From an optimization exercise on the open Yosys and OpenROAD flow, aimed at small area; shortcuts taken in it are not production practice.
In this exercise RTL edits were held to simulation tests only and were not proved equivalent to the original.
Power figures rest on the tool's default switching activity, not on a simulated workload.

Setup of trial 59:
==> module keylimepi_fpga_top, before the edit <==
module keylimepi_fpga_top (
    input clk,
    input rst,
    input uart_rx,
    output uart_tx,
    output pw_we,
    output [11:0] pw_addr,
    output [511:0] pw_wdata,
    input [511:0] pw_rdata
);
    localparam [2:0] S_RXI = 3'd0,   
                     S_RXS = 3'd1,   
                     S_RXD = 3'd2,   
                     S_RXP = 3'd3,   
                     S_WW  = 3'd4,   
                     S_TXS = 3'd5,   
                     S_TXD = 3'd6,   
                     S_TXP = 3'd7;   
    localparam [31:0] DONE_MSG = 32'h446f6e65;
    logic [2:0] st;
    logic [3:0] cnt;        
    logic [9:0] n;          
    logic [8:0] q;          
    logic rx_s1, rx_s2;     
    logic pend_a, pend_b;   
    logic pv_a, pv_b;       
    logic rd;               
    logic cf;               
    logic cy;               
    logic [10:0] addr;
    logic we_q;
    logic tx_q;
    logic [511:0] ring;
    wire tick   = &cnt;
    wire sample = tick && st == S_RXD;
    wire txbit  = tick && st == S_TXD;
    wire ins_a  = pv_a && q[4:0] == 5'd31;
    wire ins_b  = pv_b && q[4:0] == 5'd30;
    wire ins    = ins_a || ins_b;
    wire pend   = q[0] ? pend_a : pend_b;
    wire cy_in  = (n[3:0] == 4'd8) ? 1'b1 : cy;
    logic [511:0] rdata_rot;
    logic [31:0] msg_rot;
    always_comb begin
        for (int k = 0; k < 512; k++) rdata_rot[k] = pw_rdata[(k - 16) & 511];
        for (int k = 0; k < 32; k++) msg_rot[k] = DONE_MSG[(k - 16) & 31];
    end
    wire [7:0] sel0 = 8'b1 << n[2:0];
    wire [7:0] sel1 = 8'b1 << n[5:3];
    wire [7:0] sel2 = 8'b1 << n[8:6];
    wire [63:0] rmux1;
    wire [7:0] rmux2;
    genvar gm;
    generate
        for (gm = 0; gm < 64; gm++) begin : g_rmux1
            assign rmux1[gm] = |(rdata_rot[8*gm +: 8] & sel0);
        end
        for (gm = 0; gm < 8; gm++) begin : g_rmux2
            assign rmux2[gm] = |(rmux1[8*gm +: 8] & sel1);
        end
    endgenerate
    wire rd_bit = |(rmux2 & sel2);
    wire tx_data_bit = rd ? rd_bit : msg_rot[n[4:0]];
    wire tx_last = rd ? (n == 10'd527) : (n == 10'd559);
    always_ff @(posedge clk or posedge rst) begin
        if (rst) begin
            st <= S_RXI;
            cnt <= 4'd0;
            n <= '0;
            q <= '0;
            pv_a <= 1'b0;
            pv_b <= 1'b0;
            we_q <= 1'b0;
            tx_q <= 1'b1;
        end else begin
            we_q <= 1'b0;
            case (st)
                S_RXI: cnt <= 4'd8;
                S_WW:  cnt <= 4'd0;
                default: cnt <= cnt + 4'd1;
            endcase
            if (!(sample || txbit)) q <= q + 9'd1;
            if (sample || txbit) n <= n + 10'd1;
            if (sample) begin
                pv_a <= 1'b1;
                pv_b <= pv_a && !ins_a;
            end else begin
                if (ins_a) pv_a <= 1'b0;
                if (ins_b) pv_b <= 1'b0;
            end
            case (st)
                S_RXI: if (!rx_s2) st <= S_RXS;
                S_RXS: if (tick) st <= rx_s2 ? S_RXI : S_RXD;
                S_RXD: if (tick && n[2:0] == 3'd7) st <= S_RXP;
                S_RXP: if (tick) begin
                    if (n == 10'd16) st <= rd ? S_TXS : S_RXI;
                    else if (n == 10'd528) st <= S_WW;
                    else st <= S_RXI;
                end
                S_WW: if (q == 9'd496 && !pv_a && !pv_b) begin
                    we_q <= 1'b1;
                    st <= S_TXS;
                end
                S_TXS: if (tick) st <= S_TXD;
                S_TXD: if (tick) begin
                    if (tx_last) begin
                        st <= S_RXI;
                        n <= '0;
                    end else if (n[2:0] == 3'd7) st <= S_TXP;
                end
                S_TXP: if (tick) st <= S_TXS;
            endcase
            tx_q <= (st == S_TXS) ? 1'b0 : (st == S_TXD) ? tx_data_bit : 1'b1;
        end
    end
    always_ff @(posedge clk) begin
        rx_s1 <= uart_rx;
        rx_s2 <= rx_s1;
        if (sample) begin
            pend_a <= rx_s2;
            pend_b <= pend_a;
        end
        if (sample && n[9:4] == 6'd0) begin
            case (n[3:0])
                4'd0: begin addr[0] <= rx_s2; cf <= rx_s2; end
                4'd1: begin addr[1] <= rx_s2; cf <= cf & rx_s2; end
                4'd2, 4'd3, 4'd4, 4'd5, 4'd6: cf <= cf & rx_s2;
                4'd7: begin
                    rd <= rx_s2;
                    if (cf) addr[1:0] <= 2'b00;
                end
                default: begin
                    addr[9:2] <= {(rx_s2 ^ cy_in) & ~cf, addr[9:3]};
                    cy <= rx_s2 & cy_in;
                    if (n[3:0] == 4'd15) addr[10] <= rx_s2 & cy_in & ~cf;
                end
            endcase
        end
    end
    genvar gp;
    generate
        for (gp = 0; gp < 512; gp++) begin : g_ring
            if (gp % 32 == 0) begin : g_ins
                wire here = ins && q[8:5] == 4'((gp / 32 + 15) % 16);
                always_ff @(posedge clk) ring[gp] <= here ? pend : ring[(gp + 511) % 512];
            end else begin : g_shift
                always_ff @(posedge clk) ring[gp] <= ring[gp - 1];
            end
        end
    endgenerate
    genvar gi, gb;
    generate
        for (gi = 0; gi < 64; gi++) begin : g_byte
            for (gb = 0; gb < 8; gb++) begin : g_bit
                assign pw_wdata[504 - 8*gi + gb] = ring[(1024 - (16 + 8*gi + gb)) % 512];
            end
        end
    endgenerate
    assign pw_we = we_q;
    assign pw_addr = {1'b0, addr};
    assign uart_tx = tx_q;
endmodule
Settings: LEC_CHECK=0, CAP_MARGIN=20, CORE_AREA=2.5 2.5 367.5 367.5, DIE_AREA=0 0 370 370, SLEW_MARGIN=20; clock period 10.0 ns.
standard.sh (not shown) runs the stock make flow with config.mk's settings and CLKGATE_MAP_FILE= SYNTH_SCRIPT=/design/flow/synth_recipe.tcl, a recipe that flattens the netlist after the stock synthesis.
==> flow/flow/run.sh <==
#!/bin/bash
# The standard layout (the standard.sh, unchanged synthesis), with:
# - port buffers of the smallest buffer, sky130_fd_sc_hd__buf_1, instead of the
#   weakest-drive buffer buffer_ports picks by default (a 10 um2 delay buffer);
# - a clock tree of clkbuf_4 cells over clusters of at most 10 flip-flops, and
#   no dummy loads (CTS otherwise adds clkbuf_16 cells and dummy inverters).
# Every tool's output goes to the ORFS logs under orfs/logs; make's own output
# goes to standard.log here.
set -euo pipefail
bash standard.sh \
  "BUFFER_PORTS_ARGS=-buffer_cell sky130_fd_sc_hd__buf_1" \
  "CTS_ARGS=-sink_clustering_enable -repair_clock_nets -dont_use_dummy_load -buf_list sky130_fd_sc_hd__clkbuf_4 -sink_clustering_size 10 -sink_clustering_max_diameter 40" \
  finish > standard.log 2>&1
Relative to trial 59, the following input files were edited for trial 28:
--- a/flow/design.v
+++ b/flow/design.v
@@ -43,44 +43,30 @@
     logic [31:0] msg_rot;
     always_comb begin
         for (int k = 0; k < 512; k++) rdata_rot[k] = pw_rdata[(k - 16) & 511];
         for (int k = 0; k < 32; k++) msg_rot[k] = DONE_MSG[(k - 16) & 31];
     end
-    wire [7:0] sel0 = 8'b1 << n[2:0];
-    wire [7:0] sel1 = 8'b1 << n[5:3];
-    wire [7:0] sel2 = 8'b1 << n[8:6];
-    wire [63:0] rmux1;
-    wire [7:0] rmux2;
+    wire [3:0] sel0 = 4'b1 << n[1:0];
+    wire [127:0] rmux1;
     genvar gm;
-    generate
-        for (gm = 0; gm < 64; gm++) begin : g_rmux1
-            assign rmux1[gm] = |(rdata_rot[8*gm +: 8] & sel0);
-        end
-        for (gm = 0; gm < 8; gm++) begin : g_rmux2
-            assign rmux2[gm] = |(rmux1[8*gm +: 8] & sel1);
-        end
-    endgenerate
-    wire rd_bit = |(rmux2 & sel2);
+    generate for (gm = 0; gm < 128; gm++) begin : g_rmux1
+        assign rmux1[gm] = |(rdata_rot[4*gm +: 4] & sel0);
+    end endgenerate
+    wire rd_bit = rmux1[n[8:2]];
     wire tx_data_bit = rd ? rd_bit : msg_rot[n[4:0]];
     wire tx_last = rd ? (n == 10'd527) : (n == 10'd559);
     always_ff @(posedge clk or posedge rst) begin
         if (rst) begin
             st <= S_RXI;
-            cnt <= 4'd0;
             n <= '0;
             q <= '0;
             pv_a <= 1'b0;
             pv_b <= 1'b0;
             we_q <= 1'b0;
             tx_q <= 1'b1;
         end else begin
             we_q <= 1'b0;
-            case (st)
-                S_RXI: cnt <= 4'd8;
-                S_WW:  cnt <= 4'd0;
-                default: cnt <= cnt + 4'd1;
-            endcase
             if (!(sample || txbit)) q <= q + 9'd1;
             if (sample || txbit) n <= n + 10'd1;
             if (sample) begin
                 pv_a <= 1'b1;
                 pv_b <= pv_a && !ins_a;
@@ -112,10 +98,15 @@
             endcase
             tx_q <= (st == S_TXS) ? 1'b0 : (st == S_TXD) ? tx_data_bit : 1'b1;
         end
     end
     always_ff @(posedge clk) begin
+        case (st)
+            S_RXI: cnt <= 4'd8;
+            S_WW:  cnt <= 4'd0;
+            default: cnt <= cnt + 4'd1;
+        endcase
         rx_s1 <= uart_rx;
         rx_s2 <= rx_s1;
         if (sample) begin
             pend_a <= rx_s2;
             pend_b <= pend_a;
### Flow results
- There was hardly any difference in number of placed instances with taps included between trial 59 and trial 28.
- Against trial 59, trial 28 reports a global-route wire length before repair that is lower.
- Final cell area: trial 28 below trial 59
- Cmp trial 28 and trial 59 / total power / lower: trial 59
- The die area was comparable across trial 28 and trial 59.
- Trial 28 vs. trial 59: total stage count of the critical path went up by 2.
- The final reports for trial 28 and trial 59 show number of DRC violations after detailed-routing iteration 0 lower in the former.
- Setup slack: trial 28 less than trial 59
- Compared with trial 59, trial 28 shows a lower clock share of power.

-- port drivers added, routing unchanged --
In the flow no input, the clock included, has a driving cell. The finished layouts below were timed again as built, in two steps.
Step 1 (the two cells are an assumption about what drives the block):
set clk [get_ports {clk}]
set_driving_cell -lib_cell sky130_fd_sc_hd__clkbuf_16 $clk
set_driving_cell -lib_cell sky130_fd_sc_hd__buf_2 [delete_from_list [all_inputs] $clk]
Step 2, shift: input delay + t, output delay - t, t = (earliest + latest rising clock arrival at the registers) / 2. This alone moves slack from input paths to output paths.
Three values: ideal ports, drivers, drivers and shift; two values: the first two.
run	t, ns	setup slack, ns	worst setup path after step 2	clock arrival spread, ns	pins driven straight from the clock port
trial 59	0.924	5.918 / 5.918 / 5.621	input to register	0.145 / 0.145	1
trial 28	0.903	5.280 / 5.280 / 5.062	input to register	0.111 / 0.111	1
After both steps setup and hold are still met in every run listed. The setup slack of trial 59, which loses most, moves by 0.000 ns with the drivers and by -0.297 ns with both steps.
